Background: an optimization exercise with open tools, aiming at small area. Do not read the settings as production practice. Only simulation tests tie the RTL to the original design; equivalence was not proved. Power and IR drop assume default switching activity.

## design/flow/run.sh

```bash
#!/bin/bash
# synth_recipe.tcl (not shown) runs the flow's synth.tcl, then flattens the netlist and writes it again
# the make line also repeats each setting of config.mk as NAME=value (left out here)
make -C /OpenROAD-flow-scripts/flow DESIGN_CONFIG=/design/flow/config.mk WORK_HOME=/design/flow/orfs CLKGATE_MAP_FILE= SYNTH_SCRIPT=/design/flow/synth_recipe.tcl finish
```

## design/flow/config.mk

```make
export PLATFORM = sky130hd
export DESIGN_NAME = gcode_parser
export DESIGN_NICKNAME = gcode_parser
export VERILOG_FILES = /design/flow/design.v
export SDC_FILE = /design/flow/constraint.sdc
export NUM_CORES = 4
export LEC_CHECK = 0
export CAP_MARGIN = 20
export CORE_MARGIN = 2
export CORE_UTILIZATION = 40
export CTS_BUF_LIST = sky130_fd_sc_hd__clkbuf_8
export CTS_CLUSTER_DIAMETER = 60
export CTS_CLUSTER_SIZE = 20
export SLEW_MARGIN = 20
```

## design/flow/constraint.sdc

```tcl
create_clock -name core_clock -period 10.0 [get_ports {i_Clock}]
set_input_delay 2.0000 -clock core_clock [delete_from_list [all_inputs] [get_ports {i_Clock}]]
set_output_delay 2.0000 -clock core_clock [all_outputs]
set_load 0.01 [all_outputs]
```

## design/flow/design.v

```verilog
module gcode_parser (
	input         i_Clock,
	input         i_Reset,
	input         i_GValid,
	input  [7:0]  i_GData,
	input         i_TValid,
	input  [7:0]  i_TData,
	output [19:0] o_FBinary,
	output [19:0] o_XBinary,
	output [19:0] o_YBinary,
	output [19:0] o_ZBinary,
	output [19:0] o_EBinary,
	output [7:0]  o_S1Binary,
	output [7:0]  o_S2Binary,
	output [7:0]  o_S3Binary,
	output [7:0]  o_HBinary,
	output [7:0]  o_BBinary,
	output        o_XDirection,
	output        o_YDirection,
	output        o_ZDirection,
	output        o_EDirection,
	output        o_GLineComplete,
	output        o_TLineComplete
	);
	function [19:0] ripple20(input [19:0] a, input [19:0] b, input ci);
		integer i;
		reg c;
		begin
			c = ci;
			for (i = 0; i < 20; i = i + 1) begin
				ripple20[i] = a[i] ^ b[i] ^ c;
				c = a[i] & b[i] | a[i] & c | b[i] & c;
			end
		end
	endfunction
	function [7:0] ripple8(input [7:0] a, input [7:0] b, input ci);
		integer i;
		reg c;
		begin
			c = ci;
			for (i = 0; i < 8; i = i + 1) begin
				ripple8[i] = a[i] ^ b[i] ^ c;
				c = a[i] & b[i] | a[i] & c | b[i] & c;
			end
		end
	endfunction
	localparam G_IDLE = 4'b0000, G_CMD = 4'b0110,
	           G_X = 4'b0001, G_Y = 4'b0010, G_Z = 4'b0011, G_E = 4'b0100, G_F = 4'b0101,
	           G_S1 = 4'b1001, G_S2 = 4'b1010, G_S3 = 4'b1011;
	reg  [3:0]  g_state;
	reg  [6:0]  g_cnt;       
	reg         g_lc;
	reg  [23:0] w_f;                  
	reg  [23:0] w_x, w_y, w_z, w_e;   
	reg  [19:0] r_f, r_x, r_y, r_z, r_e;
	reg  [7:0]  r_s1, r_s2, r_s3;
	reg         r_dx, r_dy, r_dz, r_de;
	wire       g_take = i_GValid & (g_cnt == 7'd0);
	wire       g_cr   = i_GData == 8'd13;
	wire       g_sp   = i_GData == 8'd32;
	wire       g_mi   = i_GData == 8'd45;
	wire [3:0] g_dig  = i_GData[3:0];
	wire g_idle  = g_state == G_IDLE;
	wire g_sline = g_state[3];
	wire g_gline = ~g_idle & ~g_sline;
	wire g_start = g_take & g_idle & ((i_GData == 8'd72) | (i_GData == 8'd66) |
	                                  (i_GData == 8'd83) | (i_GData == 8'd71));
	wire g_chr   = g_take & ~g_cr & (g_sline | ~g_sp & ~g_mi);
	wire [2:0] g_fld = g_state[2:0];
	wire d_x = g_chr & (g_fld == 3'd1);
	wire d_y = g_chr & (g_fld == 3'd2);
	wire d_z = g_chr & (g_fld == 3'd3);
	wire d_e = g_chr & (g_fld == 3'd4);
	wire d_f = g_chr & (g_fld == 3'd5);
	wire [3:0] g_q    = g_cnt[6:3];
	wire [2:0] g_ph   = g_cnt[2:0];
	wire       g_step = g_ph[2] | g_ph[1];
	wire       g_first = g_ph == 3'd7;
	wire       g_rnd  = (g_q == 4'd11) | (g_q == 4'd10) | (g_q == 4'd9) |
	                    (g_q == 4'd8) | (g_q == 4'd7);
	wire       g_rot  = g_rnd & g_step;           
	wire       g_wide = g_rot & g_gline;
	wire [3:0] g_msd  = w_f[23:20];
	wire       s_rot  = g_first & ((g_q == 4'd10) | (g_q == 4'd9) | (g_q == 4'd8));
	wire       s_cv   = g_sline & ~g_ph[2] & g_step & (g_q == {2'b10, ~g_state[1:0]}) |
	                    g_sline & (g_ph == 3'd4) & (g_q == {2'b10, ~g_state[1:0]});
	wire       s_new  = g_ph == 3'd4;
	wire [2:0] g_da = g_msd[2:0] | {3{g_msd[3]}};
	wire       g_dc = g_msd[3] & g_msd[0];
	wire [19:0] e_acc = ripple20({r_e[16:0], g_da}, {r_e[18:0], g_msd[3]}, g_dc);
	wire [7:0]  s_acc = ripple8({r_s3[4:0], g_da}, {r_s3[6:0], g_msd[3]}, g_dc);
	always @(posedge i_Clock or posedge i_Reset) begin
		if (i_Reset) begin
			g_state <= G_IDLE;
			g_cnt   <= 7'd0;
			g_lc    <= 1'b0;
			w_f <= 24'd0;
			r_f <= 20'd0; r_x <= 20'd0; r_y <= 20'd0; r_z <= 20'd0; r_e <= 20'd0;
			r_s1 <= 8'd0; r_s2 <= 8'd0; r_s3 <= 8'd0;
			r_dx <= 1'b0; r_dy <= 1'b0; r_dz <= 1'b0; r_de <= 1'b0;
		end else begin
			g_lc <= g_cnt != 7'd0;
			if (g_cnt != 7'd0)
				g_cnt <= g_cnt - 7'd1;
			else if (g_take & g_cr & ~g_idle)
				g_cnt <= 7'd101;
			if (g_cnt != 7'd0) begin
				if (g_q == 4'd6) g_state <= G_IDLE;
			end else if (g_take) begin
				if (g_idle) begin
					if (i_GData == 8'd72) g_state <= G_S1;
					else if (i_GData == 8'd66) g_state <= G_S2;
					else if (i_GData == 8'd83) g_state <= G_S3;
					else if (i_GData == 8'd71) g_state <= G_CMD;
				end else if (g_state == G_CMD) begin
					if (i_GData == 8'd70) g_state <= G_F;
					else if (i_GData == 8'd88) g_state <= G_X;
					else if (i_GData == 8'd89) g_state <= G_Y;
					else if (i_GData == 8'd90) g_state <= G_Z;
					else if (i_GData == 8'd69) g_state <= G_E;
				end else if (~g_sline & g_sp)
					g_state <= G_CMD;
			end
			if (g_take & g_idle & (i_GData == 8'd71)) begin
				r_dx <= 1'b0; r_dy <= 1'b0; r_dz <= 1'b0; r_de <= 1'b0;
			end
			if (g_take & g_mi & (g_state == G_X)) r_dx <= 1'b1;
			if (g_take & g_mi & (g_state == G_Y)) r_dy <= 1'b1;
			if (g_take & g_mi & (g_state == G_Z)) r_dz <= 1'b1;
			if (g_take & g_mi & (g_state == G_E)) r_de <= 1'b1;
			if (d_f) w_f <= {w_f[19:0], g_dig};
			else if (g_rot) w_f <= {w_f[19:0], w_x[23:20]};
			if (g_wide) begin
				if (g_first) begin
					r_f <= r_x; r_x <= r_y; r_y <= r_z; r_z <= r_e;
					r_e <= {16'd0, g_msd};
				end else
					r_e <= e_acc;
			end
			if (s_rot) begin
				r_s1 <= r_s2; r_s2 <= r_s3; r_s3 <= r_s1;
			end else if (s_cv)
				r_s3 <= s_new ? {4'd0, g_msd} : s_acc;
		end
	end
	always @(posedge i_Clock) begin
		if (g_start) begin
			w_x <= 24'd0; w_y <= 24'd0; w_z <= 24'd0; w_e <= 24'd0;
		end else begin
			if (d_x) w_x <= {w_x[19:0], g_dig};
			else if (g_rot) w_x <= {w_x[19:0], w_y[23:20]};
			if (d_y) w_y <= {w_y[19:0], g_dig};
			else if (g_rot) w_y <= {w_y[19:0], w_z[23:20]};
			if (d_z) w_z <= {w_z[19:0], g_dig};
			else if (g_rot) w_z <= {w_z[19:0], w_e[23:20]};
			if (d_e) w_e <= {w_e[19:0], g_dig};
			else if (g_rot) w_e <= {w_e[19:0], w_f[23:20]};
		end
	end
	assign o_FBinary = r_f;
	assign o_XBinary = r_x;
	assign o_YBinary = r_y;
	assign o_ZBinary = r_z;
	assign o_EBinary = r_e;
	assign o_S1Binary = r_s1;
	assign o_S2Binary = r_s2;
	assign o_S3Binary = r_s3;
	assign o_XDirection = r_dx;
	assign o_YDirection = r_dy;
	assign o_ZDirection = r_dz;
	assign o_EDirection = r_de;
	assign o_GLineComplete = g_lc;
	localparam T_IDLE = 2'd0, T_H = 2'd1, T_B = 2'd2;
	reg  [1:0]  t_state;
	reg  [6:0]  t_cnt;
	reg         t_lc;
	reg  [11:0] w_t;         
	reg  [7:0]  r_h, r_b;
	wire       t_take = i_TValid & (t_cnt == 7'd0);
	wire       t_cr   = i_TData == 8'd13;
	wire       t_idle = t_state == T_IDLE;
	wire       t_start = t_take & t_idle & ((i_TData == 8'd72) | (i_TData == 8'd66));
	wire [3:0] t_q    = t_cnt[6:3];
	wire [2:0] t_ph   = t_cnt[2:0];
	wire       t_rnd  = t_q == 4'd11;
	wire       t_rot  = t_rnd & ((t_ph == 3'd6) | (t_ph == 3'd5) | (t_ph == 3'd4));
	wire       t_swap = t_rnd & (t_state == T_H) & ((t_ph == 3'd7) | (t_ph == 3'd3));
	wire [3:0] t_msd  = w_t[11:8];
	wire [2:0] t_da   = t_msd[2:0] | {3{t_msd[3]}};
	wire       t_dc   = t_msd[3] & t_msd[0];
	wire [7:0] b_acc  = ripple8({r_b[4:0], t_da}, {r_b[6:0], t_msd[3]}, t_dc);
	always @(posedge i_Clock or posedge i_Reset) begin
		if (i_Reset) begin
			t_state <= T_IDLE;
			t_cnt   <= 7'd0;
			t_lc    <= 1'b0;
			r_h     <= 8'd0;
			r_b     <= 8'd0;
		end else begin
			t_lc <= t_cnt != 7'd0;
			if (t_cnt != 7'd0)
				t_cnt <= t_cnt - 7'd1;
			else if (t_take & t_cr & ~t_idle)
				t_cnt <= 7'd101;
			if (t_cnt != 7'd0) begin
				if (t_q == 4'd6) t_state <= T_IDLE;
			end else if (t_take & t_idle) begin
				if (i_TData == 8'd72) t_state <= T_H;
				else if (i_TData == 8'd66) t_state <= T_B;
			end
			if (t_swap) begin
				r_h <= r_b; r_b <= r_h;
			end else if (t_rot)
				r_b <= (t_ph == 3'd6) ? {4'd0, t_msd} : b_acc;
		end
	end
	always @(posedge i_Clock) begin
		if (t_start) w_t <= 12'd0;
		else if (t_take & ~t_idle & ~t_cr) w_t <= {w_t[7:0], i_TData[3:0]};
		else if (t_rot) w_t <= {w_t[7:0], w_t[11:8]};
	end
	assign o_HBinary = r_h;
	assign o_BBinary = r_b;
	assign o_TLineComplete = t_lc;
endmodule
```

==> run notes, run 1 <==
number of antenna diodes=0; clock sink count=roughly 300; Top Ports=roughly 170; via/cell ratio=around 5.0; final period utilization=81.0%; Crit Path Class=reg -> reg; Hold Path Class=reg -> reg; GP Congestion=0.780; WL final=about 27000 um; fillcell total=slightly below 3000; synth top area cells=dfrtp_1 37%, dfxtp_1 17%, mux2_2 9.1%, nand2_1 5.3%, mux2i_1 4.9%; commonest cells in the synthesized netlist=190 x dfrtp_1, 183 x nand2_1, 108 x dfxtp_1; Initial Utilization=roughly 41%; Buf/Inv on CP=5; Setup crit start kind=register; initial antenna violation count=0; VDD IR-drop max=0.000115 V; Setup Skew=about 0.045 ns; FP Rows=65; DIE HEIGHT=roughly 180 um; Final #Nets=approximately 1400; Initial DRC Count=380; post-layout minimum cycle time=a little over 8 ns; ANT nets after route=0; final number of setup-violating endpoints=0; Via Count=8709; Total GRT Usage=15.7%; Max transition margin=about 34%; Post-CTS Resized=0; clk slew on worst S/H paths=0.12 ns; Syn-to-layout area delta=19.1%; Post-synth EDFFs=0; most numerous cell in the Yosys netlist=dfrtp_1; chip width=184 um; WP data arrival=between 8 and 9 ns; Power Density=195 nW/um2; layout cell share with drive strength beyond 1=between 10 and 15%; Seq/Total Area, Yosys=between 50% and 60%; Avg WL per Cell=roughly 15 um; async set-reset flop share out of synthesis=between 60 and 70%; Syn Nets=about 1200; Post-CTS Setup Bufs=0; DP HPWL=between 15000 and 20000 um; port buffer count=about 170; Synth warnings=1; largest area contributor in the netlist=dfrtp_1; fmax=about 120 MHz; Least-Margin Pin Slew=a little under 1 ns; ys flop type=dfrtp_1; CP max FO=7; Lkg Pwr=a little under 7 nW; max cap viols=0; root buffer cell=clkbuf_8; status=timing/DRC/antenna clean; Yosys top cell area share=a little under two fifths; Core ar.=roughly 32000 um2; Final Max Tran Viols=0; die area=about 34000 um2; CTS tree=done; slowest stage delay, CP=0.48 ns; Req. time, crit path=between 10 and 15 ns; cells after synthesis=1186; Worst path most repeated cell=fa_1; CP delay by family, top=adder cells; synthesized area per cell=approximately 11 um2; first drt pass iteration count=4; count of different cell masters after synthesis=73; global-route wire length before repair=about 44000 um; hold_ws=~0.45 ns; vias in the first global route=8344; grt total ovfl=0; Hold Fails Final Rpt=0; Mapped Area=between 10000 and 15000 um2; pin count of the biggest net entering global routing=between 100 and 150; unrepaired setup endpoints after global routing=no; CP endpoint kind=register; clk latency of the worst-skew pair=0.59 ns; Post-route DRC=0; clock buffer depth=3; cts hold-fix bufs=0; H-tree depth=1; CTS Buf Count=25; Yosys reg bits=a little under 300; critical path's slowest cell=dfrtp_1; Total Neg Setup Slack=0 ns
## layout by cell type (no fill, tap or decap), types with 4 or more instances in the layout
master / netlist / layout
inv_1: 54 / 53
nand2_1: 183 / 183
nor3_1: 22 / 20
dfxtp_1: 108 / 108
mux2_2: 105 / 105
clkdlybuf4s50_1: 0 / 165
nand3_1: 5 / 4
nor4_1: 6 / 6
clkbuf_8: 0 / 25
inv_6: 0 / 6
ha_1: 8 / 8
o21ai_1: 46 / 46
o31ai_1: 19 / 19
mux2i_1: 63 / 63
a211oi_1: 27 / 27
nand2b_1: 5 / 5
or3_1: 5 / 5
a21oi_1: 25 / 24
xnor2_1: 11 / 11
dfrtp_1: 190 / 190
buf_4: 5 / 11
nor2_1: 87 / 87
o21ai_0: 44 / 44
a2111o_1: 4 / 4
a21o_1: 5 / 5
a22oi_1: 4 / 4
fa_1: 30 / 30
## state kept, by name, summed over array words and instances (netlist names), 12 cells and up
register,count
r_e,20
w_t,12
w_e,24
r_x,20
r_f,20
w_f,24
r_y,20
w_x,24
w_y,24
r_z,20
w_z,24
## tightest hold or removal path: stages (launching register included)
cell and delay (ns):
dfxtp_1 0.33, nand2_1 0.05, o21ai_1 0.05
## per-layer routing
| layer | global-route usage (%) | share of wire, % | vias up |
|---|---|---|---|
| met2 | 25.7 | 46 | 163 |
| met4 | 3.33 | 1.6 | 0 |
| met5 | 0 | 0 | - |
| met3 | 2.81 | 5.0 | 27 |
| li1 | - | - | 4309 |
| met1 | 22.0 | 48 | 4210 |
## per-stage QoR
step	setup WS, ns	power [mW]	cells	instance area, um2	utilization [%]
after floorplan	2.34	2.10	1186	13000	-
after global placement	2.10	2.23	1693	14800	46.7
after detailed placement	1.96	2.24	1693	14800	46.7
after CTS	1.91	3.06	1739	15400	48.6
after global routing	1.50	3.21	1739	15400	48.6
final	1.90	3.01	1739	15400	48.6
## power by group
group          total, mW  switching [mW]  internal, mW
clock              0.798           0.456         0.342
combinational      0.599           0.318         0.281
sequential          1.61           0.174          1.43
total               3.01           0.948          2.06
## final timing paths
check | start | to | slack [ns] | depth (start not counted)
worst max-delay path | w_f[23] | r_e[19] | 1.90 | 26
worst max register to register | w_f[23] | r_e[19] | 1.90 | 26
worst min-delay path | w_y[8] | w_y[12] | 0.45 | 2
min in group asynchronous | i_Reset | r_h[0] | 2.03 | 2
max in group asynchronous | i_Reset | r_s1[7] | 6.71 | 3
worst min register to register | w_y[8] | w_y[12] | 0.45 | 2
## cell type report
type / count / area, um2 / share of cell area [%]
multi-input combinational: 762 / 5460 / 35.4
clock buffer: 25 / 344 / 2.23
sequential: 298 / 6920 / 44.8
clock inverter: 21 / 258 / 1.67
tap: 402 / 503 / 3.26
inverter: 55 / 214 / 1.39
timing repair buffer: 176 / 1730 / 11.2
## logic make-up (layout without fill, tap and decap cells)
kind of cell,Yosys count,in the layout,synth area share (%)
flip-flops,298,298,53.4
buffers and inverters,126,277,4.73
XOR/XNOR,13,13,0.879
adder cells (fa/ha/maj),38,38,5.41
multiplexers,168,168,14.0
AND/OR/NAND/NOR,350,350,12.1
AO/OA/AOI/OAI,193,193,9.47
==> run 2, diff against run 1 <==
--- a/design/flow/config.mk
+++ b/design/flow/config.mk
@@ -8,7 +8,4 @@
 export CAP_MARGIN = 20
 export CORE_MARGIN = 2
 export CORE_UTILIZATION = 40
-export CTS_BUF_LIST = sky130_fd_sc_hd__clkbuf_8
-export CTS_CLUSTER_DIAMETER = 60
-export CTS_CLUSTER_SIZE = 20
 export SLEW_MARGIN = 20
==> run 2 against run 1 <==
Critical path type unchanged. Sequential share of layout area fell by 1.4 points. Largest power group unchanged. Hold slack worse by 0.0070 ns. Highest routed layer unchanged. Sequential cell count stayed put. Clock power up 49%. Cell area up 3.2%. Still clean on timing, DRC and antenna.
==> run notes, run 2 <==
Cell Count Post-Placement=1693 (unchanged); logic gate share of total power=17.6% (-2.3 points); die area=33800 um2 (unchanged); count of different cell masters after synthesis=73 (unchanged); FP Rows=65 (unchanged); Crit Path Class=reg -> reg; DP HPWL=18600 um (unchanged); clock buffer depth=3 (unchanged); Via Count=8819 (+1.3%); fillcell total=2912 (-1.4%); status=timing/DRC/antenna clean; H-tree depth=2 (+1); Post-CTS Setup Bufs=0 (unchanged); Seq/Total Area, Yosys=53.4% (unchanged); Avg WL per Cell=15.5 um (+0.50%); CP endpoint kind=register; sequential cell area=6920 um2 (unchanged); CTS tree=done; Initial DRC Count=439 (+16%); synth top area cells=dfrtp_1 37%, dfxtp_1 17%, mux2_2 9.1%, nand2_1 5.3%, mux2i_1 4.9%; Crit. Startpoint=w_f[23]; cells after synthesis=1186 (unchanged); Flop pwr share=47.3% (-6.2 points); Initial Utilization=40.9% (unchanged); Total Neg Setup Slack=0 ns (unchanged); most frequent cells in the layout=190 x dfrtp_1, 183 x nand2_1, 165 x clkdlybuf4s50_1; first drt pass iteration count=4 (unchanged); setup slack, reg-to-reg=1.92 ns (+0.02 ns); total power=3.40 mW (+13%); NetSw=977 uW (+3.0%); global-route wire length before repair=44200 um (+1.1%); fin area=15900 um2 (+3.2%); vias in the first global route=8433 (+1.1%); pin count of the biggest net entering global routing=142 (unchanged); port buffer count=165 (unchanged); WP data arrival=8.50 ns (-0.09 ns); unrepaired setup endpoints after global routing=no; Power Density=214 nW/um2 (+9.8%); VDD IR-drop max=0.000151 V (+31%); Yosys reg bits=298 (unchanged); final number of setup-violating endpoints=0 (unchanged); Final Max Tran Viols=0 (unchanged); cts hold-fix bufs=0 (unchanged); root buffer cell=clkbuf_16; Final Non-Filler Cells=1754 (+0.86%); Hold Path Class=reg -> reg; via/cell ratio=5.03 (+0.40%); r2r startpoint=w_f[23]; Synth warnings=1 (unchanged); commonest cells in the synthesized netlist=190 x dfrtp_1, 183 x nand2_1, 108 x dfxtp_1; Max transition margin=34.7% (+0.26 points); clock sink count=298 (unchanged); Multi-input gate area=5460 um2 (unchanged); Total GRT Usage=16.1% (+0.32 points); HP Start=w_y[9]; DIE HEIGHT=184 um (unchanged); WL final=27200 um (+1.4%); Mapped Area=13000 um2 (unchanged); Top Ports=166 (unchanged); most common cell after layout, fill and taps aside=dfrtp_1; Req. time, crit path=10.42 ns (-0.08 ns); Syn Nets=1244 (unchanged); Post-CTS Resized=0 (unchanged); critical path's slowest cell=dfrtp_1; Post-DP Area=14800 um2 (unchanged); Sw Share=28.7% (-2.9 points); clk slew on worst S/H paths=0.06 ns (-0.06 ns); slowest stage delay, CP=0.46 ns (-0.02 ns); Final #Nets=1385 (+0.65%); synthesized area per cell=10.9 um2 (unchanged); layout cell share with drive strength beyond 1=14.1% (+0.29 points); Worst R2R End=r_e[19]; ys flop type=dfrtp_1; async set-reset flop share out of synthesis=63.8% (unchanged); Lkg Pwr=6.98 nW (+3.5%); CP max FO=7 (unchanged); clk latency of the worst-skew pair=0.51 ns (-0.08 ns); chip width=184 um (unchanged); most numerous cell in the Yosys netlist=dfrtp_1; ANT nets after route=0 (unchanged); number of antenna diodes=0 (unchanged); final period utilization=80.8% (-0.19 points); end of the critical path=r_e[19]; Least-Margin Pin Slew=0.979 ns (-0.00386 ns); Post-synth EDFFs=0 (unchanged); worst r2r path cells=26 (unchanged); Post-route DRC=0 (unchanged); Yosys top cell area share=36.7% (unchanged); max cap viols=0 (unchanged); Int Power=2.43 mW (+18%); hold_ws=0.443 ns (-0.00702 ns); GP Congestion=0.780 (unchanged); Worst path most repeated cell=fa_1; Clk pwr share=35.0% (+8.4 points); initial antenna violation count=0 (unchanged); fmax=124 MHz (+0.23%); post-layout minimum cycle time=8.08 ns (-0.0189 ns); grt total ovfl=0 (unchanged); largest area contributor in the netlist=dfrtp_1; Setup Skew=0.0157 ns (-0.0292 ns); CTS Buf Count=34 (+36%); Hold Fails Final Rpt=0 (unchanged); Core ar.=31700 um2 (unchanged); Setup crit start kind=register; Syn-to-layout area delta=22.9%
[run 2: per-layer routing]
| metal | GRT usage, % | wire, um | up-vias |
|---|---|---|---|
| met2 | 26.0 | 12400 | 188 |
| met3 | 3.41 | 1490 | 46 |
| li1 | - | - | 4334 |
| met5 | 0 | 0 | - |
| met4 | 4.29 | 558 | 0 |
| met1 | 21.9 | 12800 | 4251 |
[run 2: power by group through the flow]
stage / registers, mW / logic (mW) / clock network, mW
after floorplan: 1.57 / 0.529 / 0
after global placement: 1.63 / 0.597 / 0
after detailed placement: 1.64 / 0.606 / 0
after CTS: 1.62 / 0.610 / 1.23
after global routing: 1.65 / 0.693 / 1.28
final: 1.61 / 0.599 / 1.19
[run 2: stage by stage]
| step | worst slack, ns | util (%) |
|---|---|---|
| finish | 1.92 | 50.2 |
| global route | 1.54 | 50.2 |
| floorplan | 2.34 | - |
| global placement | 2.10 | 46.7 |
| CTS | 1.94 | 50.2 |
| detailed placement | 1.96 | 46.7 |
[run 2: final cells by class]
type                            instances  share of cell area [%]
Inverter                               55                    1.34
Multi-Input combinational cell        762                    34.3
Tap cell                              402                    3.16
Sequential cell                       298                    43.4
Timing Repair Buffer                  176                    10.9
Clock inverter                          7                   0.409
Clock buffer                           54                    6.45
[run 2: worst min path at each step]
stage               slack (ns)       to  cells past startpoint
floorplan                 0.42   w_e[4]                      2
global placement          0.43   w_t[9]                      2
detailed placement        0.44  w_y[13]                      2
CTS                       0.45  w_y[12]                      2
global route              0.47  w_y[10]                      2
finish                    0.44  w_y[13]                      2
[run 2: worst max-delay path: cells and delay by family, from the launching register on]
kind	cells	cell delay, ns
compound gates	1	0.17
xor+xnor	2	0.29
fa+ha+maj	18	6.67
buf+inv	5	0.38
flops	1	0.46
[run 2: cell families (layout without fill, tap and decap cells)]
family / count (synthesis) / in the layout / share of synthesized area [%]
xor+xnor: 13 / 13 / 0.879
buf+inv: 126 / 292 / 4.73
compound gates: 193 / 193 / 9.47
flops: 298 / 298 / 53.4
simple gates: 350 / 350 / 12.1
mux: 168 / 168 / 14.0
fa+ha+maj: 38 / 38 / 5.41
==> run 3, diff against run 2 <==
--- a/design/flow/design.v
+++ b/design/flow/design.v
@@ -46,7 +46,7 @@
 	endfunction
 	localparam G_IDLE = 4'b0000, G_CMD = 4'b0110,
 	           G_X = 4'b0001, G_Y = 4'b0010, G_Z = 4'b0011, G_E = 4'b0100, G_F = 4'b0101,
-	           G_S1 = 4'b1001, G_S2 = 4'b1010, G_S3 = 4'b1011;
+	           G_S1 = 4'b1001, G_S2 = 4'b1101, G_S3 = 4'b1111;
 	reg  [3:0]  g_state;
 	reg  [6:0]  g_cnt;       
 	reg         g_lc;
@@ -67,11 +67,11 @@
 	                                  (i_GData == 8'd83) | (i_GData == 8'd71));
 	wire g_chr   = g_take & ~g_cr & (g_sline | ~g_sp & ~g_mi);
 	wire [2:0] g_fld = g_state[2:0];
-	wire d_x = g_chr & (g_fld == 3'd1);
-	wire d_y = g_chr & (g_fld == 3'd2);
-	wire d_z = g_chr & (g_fld == 3'd3);
-	wire d_e = g_chr & (g_fld == 3'd4);
-	wire d_f = g_chr & (g_fld == 3'd5);
+	wire d_x = g_chr & (g_sline | (g_fld == 3'd1));
+	wire d_y = g_chr & ~g_sline & (g_fld == 3'd2);
+	wire d_z = g_chr & ~g_sline & (g_fld == 3'd3);
+	wire d_e = g_chr & ~g_sline & (g_fld == 3'd4);
+	wire d_f = g_chr & ~g_sline & (g_fld == 3'd5);
 	wire [3:0] g_q    = g_cnt[6:3];
 	wire [2:0] g_ph   = g_cnt[2:0];
 	wire       g_step = g_ph[2] | g_ph[1];
@@ -81,14 +81,10 @@
 	wire       g_rot  = g_rnd & g_step;           
 	wire       g_wide = g_rot & g_gline;
 	wire [3:0] g_msd  = w_f[23:20];
-	wire       s_rot  = g_first & ((g_q == 4'd10) | (g_q == 4'd9) | (g_q == 4'd8));
-	wire       s_cv   = g_sline & ~g_ph[2] & g_step & (g_q == {2'b10, ~g_state[1:0]}) |
-	                    g_sline & (g_ph == 3'd4) & (g_q == {2'b10, ~g_state[1:0]});
-	wire       s_new  = g_ph == 3'd4;
+	wire       s_cv   = g_sline & (g_cnt == 7'd100);
 	wire [2:0] g_da = g_msd[2:0] | {3{g_msd[3]}};
 	wire       g_dc = g_msd[3] & g_msd[0];
 	wire [19:0] e_acc = ripple20({r_e[16:0], g_da}, {r_e[18:0], g_msd[3]}, g_dc);
-	wire [7:0]  s_acc = ripple8({r_s3[4:0], g_da}, {r_s3[6:0], g_msd[3]}, g_dc);
 	always @(posedge i_Clock or posedge i_Reset) begin
 		if (i_Reset) begin
 			g_state <= G_IDLE;
@@ -137,10 +133,9 @@
 				end else
 					r_e <= e_acc;
 			end
-			if (s_rot) begin
-				r_s1 <= r_s2; r_s2 <= r_s3; r_s3 <= r_s1;
-			end else if (s_cv)
-				r_s3 <= s_new ? {4'd0, g_msd} : s_acc;
+			if (s_cv & (g_state == G_S1)) r_s1 <= cv3;
+			if (s_cv & (g_state == G_S2)) r_s2 <= cv3;
+			if (s_cv & (g_state == G_S3)) r_s3 <= cv3;
 		end
 	end
 	always @(posedge i_Clock) begin
@@ -180,15 +175,22 @@
 	wire       t_cr   = i_TData == 8'd13;
 	wire       t_idle = t_state == T_IDLE;
 	wire       t_start = t_take & t_idle & ((i_TData == 8'd72) | (i_TData == 8'd66));
-	wire [3:0] t_q    = t_cnt[6:3];
-	wire [2:0] t_ph   = t_cnt[2:0];
-	wire       t_rnd  = t_q == 4'd11;
-	wire       t_rot  = t_rnd & ((t_ph == 3'd6) | (t_ph == 3'd5) | (t_ph == 3'd4));
-	wire       t_swap = t_rnd & (t_state == T_H) & ((t_ph == 3'd7) | (t_ph == 3'd3));
-	wire [3:0] t_msd  = w_t[11:8];
-	wire [2:0] t_da   = t_msd[2:0] | {3{t_msd[3]}};
-	wire       t_dc   = t_msd[3] & t_msd[0];
-	wire [7:0] b_acc  = ripple8({r_b[4:0], t_da}, {r_b[6:0], t_msd[3]}, t_dc);
+	wire       t_cv   = ~t_idle & ((t_cnt == 7'd100) & ~s_cv |
+	                               (t_cnt == 7'd99) & g_sline & (g_cnt == 7'd99));
+	wire [11:0] cv_in = s_cv ? w_x[11:0] : w_t;
+	wire [3:0]  cv_a = cv_in[11:8], cv_b = cv_in[7:4], cv_c = cv_in[3:0];
+	reg  [7:0]  cv_p;
+	always @* begin
+		if (cv_a[3])
+			cv_p = cv_a[0] ? 8'd132 : 8'd32;
+		else case (cv_a[2:0])
+			3'd0: cv_p = 8'd0;   3'd1: cv_p = 8'd100; 3'd2: cv_p = 8'd200; 3'd3: cv_p = 8'd44;
+			3'd4: cv_p = 8'd144; 3'd5: cv_p = 8'd244; 3'd6: cv_p = 8'd88;  default: cv_p = 8'd188;
+		endcase
+	end
+	wire [7:0] cv_q = ripple8({1'b0, cv_b, cv_c[2:0] | {3{cv_c[3]}}}, {3'd0, cv_b, cv_c[3]},
+	                          cv_c[3] & cv_c[0]);
+	wire [7:0] cv3  = ripple8(cv_p, cv_q, 1'b0);
 	always @(posedge i_Clock or posedge i_Reset) begin
 		if (i_Reset) begin
 			t_state <= T_IDLE;
@@ -203,21 +205,18 @@
 			else if (t_take & t_cr & ~t_idle)
 				t_cnt <= 7'd101;
 			if (t_cnt != 7'd0) begin
-				if (t_q == 4'd6) t_state <= T_IDLE;
+				if (t_cnt == 7'd1) t_state <= T_IDLE;
 			end else if (t_take & t_idle) begin
 				if (i_TData == 8'd72) t_state <= T_H;
 				else if (i_TData == 8'd66) t_state <= T_B;
 			end
-			if (t_swap) begin
-				r_h <= r_b; r_b <= r_h;
-			end else if (t_rot)
-				r_b <= (t_ph == 3'd6) ? {4'd0, t_msd} : b_acc;
+			if (t_cv & (t_state == T_H)) r_h <= cv3;
+			if (t_cv & (t_state == T_B)) r_b <= cv3;
 		end
 	end
 	always @(posedge i_Clock) begin
 		if (t_start) w_t <= 12'd0;
 		else if (t_take & ~t_idle & ~t_cr) w_t <= {w_t[7:0], i_TData[3:0]};
-		else if (t_rot) w_t <= {w_t[7:0], w_t[11:8]};
 	end
 	assign o_HBinary = r_h;
 	assign o_BBinary = r_b;
==> design/flow/flow/run.sh (new file) <==
#!/bin/bash
# The standard layout (standard.sh: the ORFS flow with its own synthesis),
# with two options changed:
#  - port buffers are sky130_fd_sc_hd__buf_1 instead of the buffer_ports
#    default (a clkdlybuf4s50_1 delay cell);
#  - clock tree: clkbuf_8 cluster buffers and no dummy loads.
# make's full output goes to flow.log here; ORFS keeps each step's log under
# orfs/logs/.
set -euo pipefail
bash standard.sh \
  "BUFFER_PORTS_ARGS=-buffer_cell sky130_fd_sc_hd__buf_1" \
  "CTS_ARGS=-sink_clustering_enable -repair_clock_nets -buf_list sky130_fd_sc_hd__clkbuf_8 -sink_clustering_size 20 -sink_clustering_max_diameter 60 -dont_use_dummy_load" \
  finish > flow.log 2>&1
==> design/flow/standard.sh (new file) <==
#!/bin/bash
# synth_recipe.tcl (not shown) runs the flow's synth.tcl, then flattens the netlist and writes it again
# the make line also repeats each setting of config.mk as NAME=value (left out here)
make -C /OpenROAD-flow-scripts/flow DESIGN_CONFIG=/design/flow/config.mk WORK_HOME=/design/flow/orfs CLKGATE_MAP_FILE= SYNTH_SCRIPT=/design/flow/synth_recipe.tcl "${@:-finish}"
removed: design/flow/run.sh
==> run 3 against run 2 <==
Still clean. Die area increased by 0.27%. Clock skew increased by 0.051 ns. Utilization decreased by 5.1 points. Synthesized cell count increased by 4.6%. Final cell count increased by 2.6%. Highest routed layer unchanged.
==> run notes, run 3 <==
status=timing/DRC/antenna clean; port buffer count=165 (unchanged); Total GRT Usage=16.7% (+0.69 points); number of antenna diodes=0 (unchanged); vias in the first global route=8817 (+4.6%); root buffer cell=clkbuf_8; Setup crit start kind=register; commonest cells in the synthesized netlist=190 x dfrtp_1, 118 x nand2_1, 112 x o21ai_0; Core ar.=31800 um2 (+0.26%); hold endpoint=w_z[6]; Post-synth EDFFs=0 (unchanged); hold depth=2 (unchanged); FP Rows=65 (unchanged); Worst R2R End=r_e[19]; max cap viols=0 (unchanged); Yosys reg bits=298 (unchanged); hold_ws=0.445 ns (+0.00176 ns); Hold Fails Final Rpt=0 (unchanged); final number of setup-violating endpoints=0 (unchanged); unrepaired setup endpoints after global routing=no; synth top area cells=dfrtp_1 37%, dfxtp_1 17%, mux2_2 7.7%, o21ai_0 4.3%, fa_1 4.0%; Post-route DRC=0 (unchanged); fmax=126 MHz (+1.5%); Clk pwr share=33.5% (-1.5 points); ANT nets after route=0 (unchanged); Final #Nets=1425 (+2.9%); WP data arrival=8.45 ns (-0.05 ns); synthesized area per cell=10.5 um2 (-4.1%); final period utilization=79.6% (-1.2 points); Seq/Total Area, Yosys=53.2% (-0.14 points); Top Ports=166 (unchanged); grt total ovfl=0 (unchanged); DP HPWL=19200 um (+3.1%); CTS Buf Count=27 (-21%); worst r2r path cells=26 (unchanged); Synth warnings=1 (unchanged); Hold Path Class=reg -> reg; r2r startpoint=r_e[0]; clk latency of the worst-skew pair=0.60 ns (+0.09 ns); Syn Nets=1298 (+4.3%); clock buffer depth=3 (unchanged); global-route wire length before repair=46400 um (+4.9%); chip width=184 um (+0.13%); Max transition margin=28.6% (-6.1 points); via/cell ratio=5.15 (+2.3%); setup slack, reg-to-reg=2.04 ns (+0.12 ns); Power Density=129 nW/um2 (-40%); count of different cell masters after synthesis=75 (+2.7%); Post-Synth Simple-Gate Area=13.4% (+1.3 points); Flop pwr share=64.9% (+18 points); XOR/XNOR Fraction of Synth Area=0.539% (-0.34 points); Mapped Area=13000 um2 (+0.27%); VDD IR-drop max=0.0000636 V (-58%); Post-CTS Resized=0 (unchanged); clock sink count=298 (unchanged); mux cell area share after synthesis=11.3% (-2.7 points); Setup Skew=0.0667 ns (+0.0510 ns); Final Max Tran Viols=0 (unchanged); Crit Path Class=reg -> reg; Via Count=9261 (+5.0%); cells after synthesis=1240 (+4.6%); DIE HEIGHT=184 um (+0.13%); Total Neg Setup Slack=0 ns (unchanged); initial antenna violation count=0 (unchanged); WL final=28200 um (+3.6%); Synth Area in Compound Gates=11.5% (+2.0 points); first drt pass iteration count=4 (unchanged); cts hold-fix bufs=0 (unchanged); pin count of the biggest net entering global routing=128 (-9.9%); most common cell after layout, fill and taps aside=dfrtp_1; most numerous cell in the Yosys netlist=dfrtp_1; post-route worst setup slack=2.04 ns (+0.117 ns); Int Power=1.44 mW (-41%); GP Congestion=0.828 (+6.2%); ys flop type=dfrtp_1; Initial Utilization=40.9% (about the same); Sw Share=21.9% (-6.8 points); Lkg Pwr=6.28 nW (-10%); HP Start=w_z[2]; Syn-to-layout area delta=10.3%; Post-DP Area=13900 um2 (-5.9%); Req. time, crit path=10.49 ns (+0.07 ns); CTS tree=done; Post-CTS Setup Bufs=0 (unchanged); async set-reset flop share out of synthesis=63.8% (unchanged); Least-Margin Pin Slew=1.07 ns (+0.0919 ns); clk slew on worst S/H paths=0.10 ns (+0.04 ns); fin area=14300 um2 (-10%); NetSw=404 uW (-59%); H-tree depth=1 (-1); largest family of logic cells by synthesized area=simple AND/OR/NAND/NOR gates; largest area contributor in the netlist=dfrtp_1; CP endpoint kind=register; post-layout minimum cycle time=7.96 ns (-0.117 ns); Yosys top cell area share=36.6% (-0.099 points); Initial DRC Count=579 (+32%); most frequent cells in the layout=190 x dfrtp_1, 165 x buf_1, 118 x nand2_1; die area=33900 um2 (+0.27%); area share of fa/ha/maj cells after synthesis=5.16% (-0.25 points); total power=1.85 mW (-46%); Avg WL per Cell=15.7 um (+0.96%); Place WS=2.03 ns (+0.0641 ns); layout cell share with drive strength beyond 1=11.1% (-3.0 points); logic gate share of total power=1.7% (-16 points); CP max FO=4 (-3)
run 3: kinds of logic after synthesis:
| family | after synthesis |
|---|---|
| simple gates | 360 |
| flops | 298 |
| compound gates | 248 |
| buf+inv | 153 |
| mux | 135 |
| fa+ha+maj | 38 |
| xor+xnor | 8 |
run 3: cell type report:
| type | instances | area (um2) |
|---|---|---|
| fillers | 3067 | 17500 |
| repair buffers | 178 | 717 |
| clock buffers | 27 | 372 |
| inverters | 73 | 282 |
| multi-input cells | 789 | 5500 |
| well taps | 435 | 544 |
| flip-flops and latches | 298 | 6920 |
run 3: per-stage QoR:
step | cells | util (%)
floorplan | 1240 | -
global placement | 1773 | 43.9
detailed placement | 1773 | 43.9
CTS | 1800 | 45.0
global route | 1800 | 45.1
finish | 1800 | 45.1
run 3: worst max path at each step:
stage              end  cells past startpoint   start  slack (ns)
2_1_floorplan  r_e[19]                     26  r_e[0]        2.34
3_3_place_gp   r_e[19]                     26  r_e[0]        2.11
3_5_place_dp   r_e[19]                     26  r_e[0]        2.03
4_1_cts        r_e[19]                     26  r_e[0]        2.01
5_1_grt        r_e[19]                     26  r_e[0]        1.74
6_report       r_e[19]                     26  r_e[0]        2.04
run 3: worst max-delay path, stage by stage, from the launching register on:
cell	delay, ns
dfrtp_1	0.42
inv_1	0.10
fa_1	0.45
fa_1	0.40
inv_1	0.07
fa_1	0.16
inv_1	0.05
fa_1	0.38
fa_1	0.40
fa_1	0.39
fa_1	0.39
fa_1	0.39
fa_1	0.40
fa_1	0.40
fa_1	0.40
fa_1	0.40
fa_1	0.37
inv_1	0.08
fa_1	0.15
inv_1	0.05
fa_1	0.38
fa_1	0.39
fa_1	0.41
fa_1	0.39
xor2_1	0.16
xnor2_1	0.13
o31ai_1	0.18
run 3: power groups by stage:
| stage | clock network (mW) | logic [mW] | registers (mW) |
|---|---|---|---|
| global placement | 0 | 0.0311 | 1.22 |
| finish | 0.618 | 0.0308 | 1.20 |
| global route | 0.693 | 0.0355 | 1.20 |
| detailed placement | 0 | 0.0317 | 1.22 |
| CTS | 0.647 | 0.0317 | 1.20 |
| floorplan | 0 | 0.0189 | 1.22 |
run 3: layer usage:
metal	vias up	global-route usage [%]	share of wire [%]
li1	4515	-	-
met1	4501	23.9	48
met2	213	26.7	45
met3	32	2.61	4.7
met4	0	4.19	2.3
met5	-	0	0
==> run 4, diff against run 3 <==
==> design/flow/flow/run.sh (replaced) <==
#!/bin/bash
# The standard layout (standard.sh: the ORFS flow and synthesis script),
# with three options changed:
#  - ABC maps the logic for area (strash; dch -f; amap) instead of ORFS's
#    delay-oriented script; flip-flops are mapped before ABC, as before;
#  - port buffers are sky130_fd_sc_hd__buf_1 instead of the buffer_ports
#    default (a clkdlybuf4s50_1 delay cell);
#  - clock tree: clkbuf_8 cluster buffers and no dummy loads.
# make's full output goes to flow.log here; ORFS keeps each step's log under
# orfs/logs/.
set -euo pipefail
rm -rf scripts_area
cp -r "$FLOW_HOME/scripts" scripts_area
printf 'strash\ndch -f\namap\ntopo\n' > scripts_area/abc_speed.script
bash standard.sh \
  "SCRIPTS_DIR=$PWD/scripts_area" \
  "BUFFER_PORTS_ARGS=-buffer_cell sky130_fd_sc_hd__buf_1" \
  "CTS_ARGS=-sink_clustering_enable -repair_clock_nets -buf_list sky130_fd_sc_hd__clkbuf_16 -sink_clustering_size 30 -sink_clustering_max_diameter 100 -dont_use_dummy_load" \
  finish > flow.log 2>&1
==> run 4 against run 3 <==
Still clean on timing, DRC and antenna. Wire length fell by 7.3%. Cell area decreased by 7.5%. Combinational power grew to 34 times the previous value. Synthesized cell count down 17%. Via count is 5.1% lower. Register-to-register slack worse by 0.02 ns. Fmax decreased by 0.23%. Critical path depth unchanged. Final cell count fell by 11%. Critical path type unchanged.
==> run notes, run 4 <==
status=timing/DRC/antenna clean; Req. time, crit path=10.39 ns (-0.10 ns); grt total ovfl=0 (unchanged); Top Ports=166 (unchanged); pin count of the biggest net entering global routing=113 (-12%); Post-CTS Setup Bufs=0 (unchanged); final period utilization=79.8% (+0.18 points); clk slew on worst S/H paths=0.11 ns (about the same); die area=30500 um2 (-10%); global-route wire length before repair=43100 um (-7.2%); final number of setup-violating endpoints=0 (unchanged); FP Rows=62 (-4.6%); Total Neg Setup Slack=0 ns (unchanged); Post-Synth Simple-Gate Area=9.32% (-4.1 points); Yosys top cell area share=40.8% (+4.2 points); Initial Utilization=40.6% (-0.26 points); Initial DRC Count=682 (+18%); XOR/XNOR Fraction of Synth Area=0% (-0.54 points); via/cell ratio=5.46 (+6.1%); GP Congestion=0.853 (+3.0%); Least-Margin Pin Slew=1.03 ns (-0.0407 ns); fmax=125 MHz (-0.23%); cells after synthesis=1031 (-17%); mux cell area share after synthesis=0% (-11 points); count of different cell masters after synthesis=37 (-51%); clock sink count=298 (unchanged); Post-synth EDFFs=0 (unchanged); Avg WL per Cell=16.3 um (+3.8%); Max transition margin=31.2% (+2.6 points); DP HPWL=17800 um (-7.2%); max cap viols=0 (unchanged); Syn-to-layout area delta=13.8%; most numerous cell in the Yosys netlist=dfrtp_1; vias in the first global route=8272 (-6.2%); WP data arrival=8.37 ns (-0.08 ns); clock buffer depth=3 (unchanged); async set-reset flop share out of synthesis=63.8% (unchanged); Final Non-Filler Cells=1609 (-11%); synth top area cells=dfrtp_1 41%, dfxtp_1 19%, o22a_1 7.9%, nor2_1 5.5%, a22oi_1 5.2%; setup slack, reg-to-reg=2.02 ns (-0.02 ns); Synth Area in Compound Gates=22.3% (+11 points); Final Max Tran Viols=0 (unchanged); commonest cells in the synthesized netlist=190 x dfrtp_1, 172 x nor2_1, 108 x dfxtp_1; ANT nets after route=0 (unchanged); Synth warnings=1 (unchanged); Setup crit start kind=register; most common cell after layout, fill and taps aside=dfrtp_1; Cell Count Post-Placement=1595 (-10%); Post-DP Area=12900 um2 (-7.5%); layout cell share with drive strength beyond 1=3.10% (-8.0 points); Place WS=2.02 ns (-0.00331 ns); WL final=26200 um (-7.3%); Seq/Total Area, Yosys=59.4% (+6.1 points); port buffer count=165 (unchanged); Final #Nets=1285 (-9.8%); synthesized area per cell=11.3 um2 (+7.9%); Total GRT Usage=16.9% (+0.16 points); initial antenna violation count=0 (unchanged); Hold Fails Final Rpt=0 (unchanged); post-layout minimum cycle time=7.98 ns (+0.0181 ns); Setup Skew=0.0377 ns (-0.0289 ns); hold_ws=0.480 ns (+0.0348 ns); CTS Buf Count=14 (-48%); clk latency of the worst-skew pair=0.50 ns (-0.10 ns); first drt pass iteration count=6 (+2); cts hold-fix bufs=0 (unchanged); Lkg Pwr=5.31 nW (-15%); most frequent cells in the layout=190 x dfrtp_1, 171 x nor2_1, 165 x buf_1; CP endpoint kind=register; final design utilization=46.2% (+1.1 points); number of antenna diodes=0 (unchanged); Crit Path Class=reg -> reg; fillcell total=2741 (-11%); fin area=13300 um2 (-7.5%); CP max FO=3 (-1); chip width=175 um (-5.2%); Hold Path Class=reg -> reg; Mapped Area=11700 um2 (-10%); Via Count=8787 (-5.1%); largest family of logic cells by synthesized area=compound AO/OA/AOI/OAI gates; unrepaired setup endpoints after global routing=no; Syn Nets=1089 (-16%); total power=3.44 mW (+86%); largest area contributor in the netlist=dfrtp_1; DIE HEIGHT=175 um (-5.2%); Post-route DRC=0 (unchanged); CTS tree=done; area share of fa/ha/maj cells after synthesis=5.76% (+0.59 points); root buffer cell=clkbuf_16; ys flop type=dfrtp_1; Power Density=259 nW/um2 (+100%); Post-CTS Resized=0 (unchanged); Core ar.=28700 um2 (-9.7%); post-route worst setup slack=2.02 ns (-0.0181 ns); VDD IR-drop max=0.000156 V (+140%); Yosys reg bits=298 (unchanged); H-tree depth=1 (unchanged)
==> run 4: changes by cell type after synthesis, moves of 77 or more <==
| cell | change |
|---|---|
| nor2_1 | +81 |
| a22oi_1 | +77 |
| o21ai_0 | -95 |
| o22a_1 | +104 |
| clkinv_1 | +100 |
| mux2_2 | -89 |
| nand2_1 | -94 |
==> run 4: power by group <==
group / switching [mW] / internal [mW]
logic: 0.633 / 0.425
registers: 0.229 / 1.54
clock network: 0.355 / 0.254
==> run 4: kinds of logic after synthesis <==
logic type / after synthesis
compound gates: 340
flops: 298
simple gates: 254
buf+inv: 101
fa+ha+maj: 38
==> run 4: final cells by class <==
class | count | area [um2] | share of cell area (%)
well taps | 384 | 480 | 3.62
repair buffers | 180 | 732 | 5.52
inverters | 101 | 388 | 2.93
multi-input cells | 632 | 4390 | 33.1
clock buffers | 14 | 350 | 2.64
flip-flops and latches | 298 | 6920 | 52.2
==> run 4: critical path, stage by stage, from the launching register on <==
cell and delay [ns]:
dfrtp_1 0.41, clkinv_1 0.14, fa_1 0.46, fa_1 0.40, clkinv_1 0.07, fa_1 0.16, clkinv_1 0.07, fa_1 0.39
fa_1 0.40, fa_1 0.40, fa_1 0.40, fa_1 0.39, fa_1 0.39, fa_1 0.39, fa_1 0.40, fa_1 0.39
fa_1 0.38, clkinv_1 0.07, fa_1 0.16, clkinv_1 0.07, fa_1 0.38, fa_1 0.39, fa_1 0.39, fa_1 0.38
nand2_1 0.06, o21ai_0 0.07, o32ai_1 0.26
==> run 4: worst paths after layout <==
check / start / to / cells past startpoint
max: r_e[0] / r_e[19] / 26
max reg2reg: r_e[0] / r_e[19] / 26
min: w_e[13] / w_e[17] / 2
min in group asynchronous: i_Reset / r_f[16] / 2
min reg2reg: w_e[13] / w_e[17] / 2
max in group asynchronous: i_Reset / r_z[2] / 3
==> run 4: per-layer routing <==
metal  share of wire (%)  global-route usage, %  vias up
li1                    -                      -     4229
met1                  49                   25.8     4304
met2                  45                   25.9      228
met3                 5.1                   2.11       26
met4                 1.3                   3.61        0
met5                   0                      0        -
==> run 5, diff against run 4 <==
--- a/design/flow/config.mk
+++ b/design/flow/config.mk
@@ -7,5 +7,5 @@
 export LEC_CHECK = 0
 export CAP_MARGIN = 20
 export CORE_MARGIN = 2
-export CORE_UTILIZATION = 40
+export CORE_UTILIZATION = 55
 export SLEW_MARGIN = 20
==> run 5 against run 4 <==
Area after synthesis stayed put. Setup slack worse by 0.10 ns. Power is 0.70% lower. Global-route usage is 5.2 points higher. Non-clock buffer count is 1 higher. Still clean. Critical endpoint unchanged. Critical path type unchanged.
==> run notes, run 5 <==
cts hold-fix bufs=0 (unchanged); Core ar.=20900 um2 (-27%); Worst path most repeated cell=fa_1; number of antenna diodes=0 (unchanged); GP Congestion=0.921 (+8.1%); count of different cell masters after synthesis=37 (unchanged); Initial DRC Count=558 (-18%); Final Non-Filler Cells=1500 (-6.8%); Total GRT Usage=22.1% (+5.2 points); ANT nets after route=0 (unchanged); Avg WL per Cell=16.7 um (+2.9%); clk latency of the worst-skew pair=0.49 ns (about the same); Setup Skew=0.0167 ns (-0.0210 ns); logic gate share of total power=31.1% (+0.3 points); status=timing/DRC/antenna clean; final number of setup-violating endpoints=0 (unchanged); root buffer cell=clkbuf_16; Setup crit start kind=register; Req. time, crit path=10.37 ns (-0.02 ns); Multi-input gate area=4390 um2 (-0.11%); CP max FO=5 (+2); Sw Share=35.4% (about the same); CP endpoint kind=register; Power Density=261 nW/um2 (+0.52%); via/cell ratio=5.83 (+6.8%); fillcell total=1831 (-33%); Seq/Total Area, Yosys=59.4% (unchanged); slowest stage delay, CP=0.45 ns (about the same); largest area contributor in the netlist=dfrtp_1; Total Neg Setup Slack=0 ns (unchanged); sequential cell area=6920 um2 (unchanged); Post-route DRC=0 (unchanged); Synth warnings=1 (unchanged); Syn Nets=1089 (unchanged); global-route wire length before repair=40800 um (-5.2%); DIE HEIGHT=150 um (-14%); H-tree depth=1 (unchanged); final period utilization=80.8% (+1.0 points); FP Rows=53 (-15%); post-layout minimum cycle time=8.08 ns (+0.103 ns); first drt pass iteration count=7 (+1); layout cell share with drive strength beyond 1=2.94% (-0.16 points); commonest cells in the synthesized netlist=190 x dfrtp_1, 172 x nor2_1, 108 x dfxtp_1; async set-reset flop share out of synthesis=63.8% (unchanged); vias in the first global route=8031 (-2.9%); Top Ports=166 (unchanged); CTS tree=done; die area=22400 um2 (-27%); Post-synth EDFFs=0 (unchanged); Initial Utilization=55.8% (+15 points); NetSw=1.21 mW (-0.76%); synth top area cells=dfrtp_1 41%, dfxtp_1 19%, o22a_1 7.9%, nor2_1 5.5%, a22oi_1 5.2%; WP data arrival=8.45 ns (+0.08 ns); cells after synthesis=1031 (unchanged); most frequent cells in the layout=190 x dfrtp_1, 171 x nor2_1, 165 x buf_1; most numerous cell in the Yosys netlist=dfrtp_1; most common cell after layout, fill and taps aside=dfrtp_1; WL final=25100 um (-4.1%); Post-CTS Setup Bufs=0 (unchanged); Hold Path Class=reg -> reg; Final #Nets=1285 (unchanged); unrepaired setup endpoints after global routing=no; initial antenna violation count=0 (unchanged); critical path's slowest cell=dfrtp_1; Cell Count Post-Placement=1487 (-6.8%); Yosys reg bits=298 (unchanged); clk slew on worst S/H paths=0.11 ns (about the same); Syn-to-layout area delta=12.4%; Via Count=8747 (-0.46%); clock buffer depth=3 (unchanged); Final Max Tran Viols=0 (unchanged); Yosys top cell area share=40.8% (unchanged); Least-Margin Pin Slew=1.09 ns (+0.0588 ns); ys flop type=dfrtp_1; Lkg Pwr=5.31 nW (-0.15%); grt total ovfl=0 (unchanged); Max transition margin=27.2% (-4.0 points); Clk pwr share=17.1% (-0.6 points); DP HPWL=16900 um (-5.1%); Flop pwr share=51.8% (+0.3 points); synthesized area per cell=11.3 um2 (unchanged); VDD IR-drop max=0.000150 V (-3.4%); Post-CTS Resized=0 (unchanged); Mapped Area=11700 um2 (unchanged); Hold Fails Final Rpt=0 (unchanged); CTS Buf Count=13 (-1); fmax=124 MHz (-1.3%); Crit Path Class=reg -> reg; port buffer count=165 (unchanged); max cap viols=0 (unchanged); Int Power=2.21 mW (-0.66%); chip width=150 um (-14%); clock sink count=298 (unchanged); pin count of the biggest net entering global routing=112 (-0.88%)
[run 5: cell counts after synthesis]
Identical to the previous run, type by type.
[run 5: metal layers]
metal	part of all wire [%]	track usage, %
met5	0	0
met4	1.5	4.57
met3	5.0	2.13
met2	47	34.3
met1	47	34.2
[run 5: worst paths after layout]
kind                       startpoint  endpoint  slack, ns  cells past startpoint
max in group asynchronous     i_Reset    w_f[7]       6.85                      3
max                           w_f[23]   r_e[19]       1.92                     26
min reg2reg                    w_t[0]    w_t[0]       0.48                      2
min in group asynchronous     i_Reset   r_x[17]       1.67                      2
min                            w_t[0]    w_t[0]       0.48                      2
max reg2reg                   w_f[23]   r_e[19]       1.92                     26
[run 5: power by group through the flow]
stage | Combinational, mW | Sequential (mW) | Clock (mW)
2_1_floorplan | 0.696 | 1.81 | 0
3_3_place_gp | 1.05 | 1.78 | 0
3_5_place_dp | 1.07 | 1.79 | 0
4_1_cts | 1.08 | 1.77 | 0.606
5_1_grt | 1.22 | 1.81 | 0.643
6_report | 1.06 | 1.77 | 0.585
[run 5: cells by family after synthesis]
| kind of cell | count (synthesis) | share of synthesized area, % |
|---|---|---|
| AOI/OAI and AO/OA | 340 | 22.3 |
| DFF | 298 | 59.4 |
| and+or+nand+nor | 254 | 9.32 |
| buffers and inverters | 101 | 3.25 |
| adders and majority gates | 38 | 5.76 |
[run 5: metrics by stage]
| step | hold WS (ns) | total power [mW] | setup WS [ns] | area [um2] | utilization, % |
|---|---|---|---|---|---|
| floorplan | 0.432 | 2.51 | 0.673 | 11700 | - |
| global placement | 0.452 | 2.83 | 2.06 | 12800 | 61.1 |
| detailed placement | 0.455 | 2.87 | 2.00 | 12800 | 61.1 |
| CTS | 0.474 | 3.45 | 1.98 | 13100 | 62.7 |
| global route | 0.486 | 3.67 | 1.52 | 13100 | 62.7 |
| finish | 0.477 | 3.42 | 1.92 | 13100 | 62.7 |
[run 5: area by class of cell]
| class | instances | share of cell area, % |
|---|---|---|
| flip-flops and latches | 298 | 52.8 |
| multi-input cells | 632 | 33.5 |
| repair buffers | 181 | 5.64 |
| inverters | 101 | 2.95 |
| well taps | 275 | 2.63 |
| clock buffers | 13 | 2.48 |
[run 5: worst max-delay path: cells and delay by family, from the launching register on]
kind / cells / cell delay (ns)
AO/OA/AOI/OAI: 2 / 0.33
adder cells (fa/ha/maj): 18 / 6.67
buffers and inverters: 5 / 0.42
flip-flops: 1 / 0.45
AND/OR/NAND/NOR: 1 / 0.06
==> run 6, diff against run 5 <==
--- a/design/flow/flow/run.sh
+++ b/design/flow/flow/run.sh
@@ -15,5 +15,5 @@
 bash standard.sh \
   "SCRIPTS_DIR=$PWD/scripts_area" \
   "BUFFER_PORTS_ARGS=-buffer_cell sky130_fd_sc_hd__buf_1" \
-  "CTS_ARGS=-sink_clustering_enable -repair_clock_nets -buf_list sky130_fd_sc_hd__clkbuf_16 -sink_clustering_size 30 -sink_clustering_max_diameter 100 -dont_use_dummy_load" \
+  "CTS_ARGS=-sink_clustering_enable -repair_clock_nets -buf_list sky130_fd_sc_hd__clkbuf_8 -sink_clustering_size 16 -sink_clustering_max_diameter 50 -dont_use_dummy_load" \
   finish > flow.log 2>&1
--- a/design/flow/config.mk
+++ b/design/flow/config.mk
@@ -7,5 +7,5 @@
 export LEC_CHECK = 0
 export CAP_MARGIN = 20
 export CORE_MARGIN = 2
-export CORE_UTILIZATION = 55
+export CORE_UTILIZATION = 40
 export SLEW_MARGIN = 20
==> run 6 against run 5 <==
Critical path depth is the same. Utilization shrank 16 points. Die area grew 36%. Cell area grew 2.1%. Setup slack gained 0.10 ns. Still clean on timing, DRC and antenna. Count of clock-buffer cells in the layout grew 21. Clock skew grew 0.050 ns. Combinational power is essentially flat. Synthesized cell count is the same. Final cell count grew 8.6%. Global-route usage shrank 4.8 points. Clock power grew 18%. Critical path type unchanged.
==> run notes, run 6 <==
status=timing/DRC/antenna clean; CTS Buf Count=34 (+21); number of antenna diodes=0 (unchanged); Mapped Area=11700 um2 (unchanged); Total GRT Usage=17.4% (-4.8 points); worst r2r path cells=26 (unchanged); cts hold-fix bufs=0 (unchanged); unrepaired setup endpoints after global routing=no; H-tree depth=2 (+1); clock buffer depth=3 (unchanged); synth top area cells=dfrtp_1 41%, dfxtp_1 19%, o22a_1 7.9%, nor2_1 5.5%, a22oi_1 5.2%; Top Ports=166 (unchanged); Hold Path Class=reg -> reg; first drt pass iteration count=5 (-2); met3 routed wirelength=1500 um (+20%); met2 wire length=11700 um (+0.42%); post-route worst setup slack=2.02 ns (+0.103 ns); Syn Nets=1089 (unchanged); DIE HEIGHT=175 um (+17%); Power Density=263 nW/um2 (+1.0%); Setup Skew=0.0668 ns (+0.0501 ns); end of the critical path=r_e[19]; die area=30500 um2 (+36%); Post-CTS Resized=0 (unchanged); layout cell share with drive strength beyond 1=4.66% (+1.7 points); CP endpoint kind=register; critical path's slowest cell=fa_1; Top Metal Used=met4; port buffer count=165 (unchanged); most numerous cell in the Yosys netlist=dfrtp_1; largest area contributor in the netlist=dfrtp_1; Synth warnings=1 (unchanged); ys flop type=dfrtp_1; Crit Path Class=reg -> reg; Post-route DRC=0 (unchanged); Seq/Total Area, Yosys=59.4% (unchanged); Setup crit start kind=register; final period utilization=79.8% (-1.0 points); Place WS=2.02 ns (+0.0228 ns); ANT nets after route=0 (unchanged); chip width=175 um (+17%); VDD IR-drop max=0.000129 V (-15%); Post-CTS Setup Bufs=0 (unchanged); Avg WL per Cell=16.4 um (-2.2%); initial antenna violation count=0 (unchanged); fin area=13400 um2 (+2.1%); root buffer cell=clkbuf_8; Max transition margin=30.6% (+3.4 points); Final Max Tran Viols=0 (unchanged); clk latency of the worst-skew pair=0.54 ns (+0.05 ns); most frequent cells in the layout=190 x dfrtp_1, 171 x nor2_1, 165 x buf_1; Yosys reg bits=298 (unchanged); GP Congestion=0.853 (-7.5%); async set-reset flop share out of synthesis=63.8% (unchanged); CTS tree=done; Post-synth EDFFs=0 (unchanged); WP data arrival=8.39 ns (-0.06 ns); Initial DRC Count=683 (+22%); Via Count=8891 (+1.6%); grt total ovfl=0 (unchanged); Final #Nets=1305 (+1.6%); Total Neg Setup Slack=0 ns (unchanged); Initial Utilization=40.6% (-15 points); Hold Fails Final Rpt=0 (unchanged); Least-Margin Pin Slew=1.04 ns (-0.0488 ns); count of different cell masters after synthesis=37 (unchanged); Post-DP Area=12900 um2 (+1.0%); Met1 Wirelength=12900 um (+9.9%); Final Non-Filler Cells=1629 (+8.6%); pin count of the biggest net entering global routing=113 (+0.89%); global-route wire length before repair=43800 um (+7.4%); DP HPWL=17800 um (+5.4%); via/cell ratio=5.46 (-6.4%); Cell Count Post-Placement=1595 (+7.3%); Lkg Pwr=5.39 nW (+1.5%); cells after synthesis=1031 (unchanged); Yosys top cell area share=40.8% (unchanged); final design utilization=46.6% (-16 points); Req. time, crit path=10.41 ns (+0.04 ns); WL final=26600 um (+6.2%); FP Rows=62 (+17%); vias in the first global route=8419 (+4.8%); final number of setup-violating endpoints=0 (unchanged); clk slew on worst S/H paths=0.07 ns (-0.04 ns); CP max FO=3 (-2); post-layout minimum cycle time=7.98 ns (-0.103 ns); r2r startpoint=r_e[0]; Worst path most repeated cell=fa_1; hold_ws=0.473 ns (-0.00432 ns); clock sink count=298 (unchanged); setup slack, reg-to-reg=2.02 ns (+0.10 ns); synthesized area per cell=11.3 um2 (unchanged); Crit. Startpoint=r_e[0]; most common cell after layout, fill and taps aside=dfrtp_1; max cap viols=0 (unchanged); Worst R2R End=r_e[19]; fmax=125 MHz (+1.3%); slowest stage delay, CP=0.47 ns (+0.02 ns); commonest cells in the synthesized netlist=190 x dfrtp_1, 172 x nor2_1, 108 x dfxtp_1; Syn-to-layout area delta=14.8%; total power=3.52 mW (+3.2%); Core ar.=28700 um2 (+37%)
## run 6: cell count changes in the layout (fill, tap and decap cells not counted)
cell,delta
clkbuf_8,+34
clkbuf_16,-13
buf_4,-1
clkinv_1,-1
clkinv_2,+1
nand3_1,-1
nand3_2,+1
## run 6: worst min-delay path by stage
stage | from | to | slack [ns] | cells past startpoint
after floorplan | w_x[0] | w_x[4] | 0.43 | 2
after global placement | w_t[0] | w_t[0] | 0.46 | 2
after detailed placement | w_t[0] | w_t[0] | 0.46 | 2
after CTS | w_t[0] | w_t[0] | 0.48 | 2
after global routing | w_t[0] | w_t[0] | 0.50 | 2
final | w_y[6] | w_y[10] | 0.47 | 2
## run 6: cell families after synthesis
logic type,share of synthesized area (%)
DFF,59.4
buffers and inverters,3.25
adders and majority gates,5.76
and+or+nand+nor,9.32
AOI/OAI and AO/OA,22.3
## run 6: layer usage
metal / global-route usage (%) / vias up
met5: 0 / -
met4: 4.69 / 0
met3: 3.35 / 39
met2: 25.9 / 243
met1: 25.9 / 4348
li1: - / 4261
## run 6: cell type report
type / instances / area [um2]
Fill cell: 2740 / 15300
Sequential cell: 298 / 6920
Multi-Input combinational cell: 632 / 4390
Timing Repair Buffer: 180 / 732
Tap cell: 384 / 480
Clock buffer: 34 / 468
Inverter: 101 / 388
## run 6: worst max-delay path, delay by kind of cell (launching register included)
family / cells / cell delay [ns]
adders and majority gates: 18 / 6.66
buffers and inverters: 5 / 0.42
DFF: 1 / 0.39
AOI/OAI and AO/OA: 2 / 0.33
and+or+nand+nor: 1 / 0.06
## run 6: report_power, final
part	switching [mW]	internal, mW	total [mW]
logic	0.635	0.425	1.06
registers	0.229	1.55	1.77
clock network	0.385	0.304	0.689
total	1.25	2.27	3.52

[static timing again, ports no longer ideal]
The flow's constraints put no driver on any port. The routed layouts listed below were extracted and timed again, unchanged, in two steps.
Step 1, drivers: a clkbuf_16 drives i_Clock and a buf_2 each remaining input, both assumed.
Step 2 adds t to the input delays and takes it off the output delays; t is the mean of the earliest and latest rising clock arrival at the registers after step 1. Input paths then give back, and output paths get back, about the clock's delay inside the block.
Slacks: ideal / step 1 / step 2; pairs: ideal / step 1.
run | shift t [ns] | setup slack, ns | worst setup path after step 2 | pins driven straight from the clock port
run 1 | 0.617 | 1.904 / 1.904 / 1.904 | register to register | 1
run 2 | 0.552 | 1.923 / 1.923 / 1.923 | register to register | 1
run 3 | 0.607 | 2.040 / 2.040 / 2.040 | register to register | 1
run 4 | 0.530 | 2.022 / 2.022 / 2.022 | register to register | 1
run 5 | 0.528 | 1.918 / 1.918 / 1.918 | register to register | 1
run 6 | 0.554 | 2.021 / 2.021 / 2.021 | register to register | 1
After both steps setup and hold are still met in every run listed.
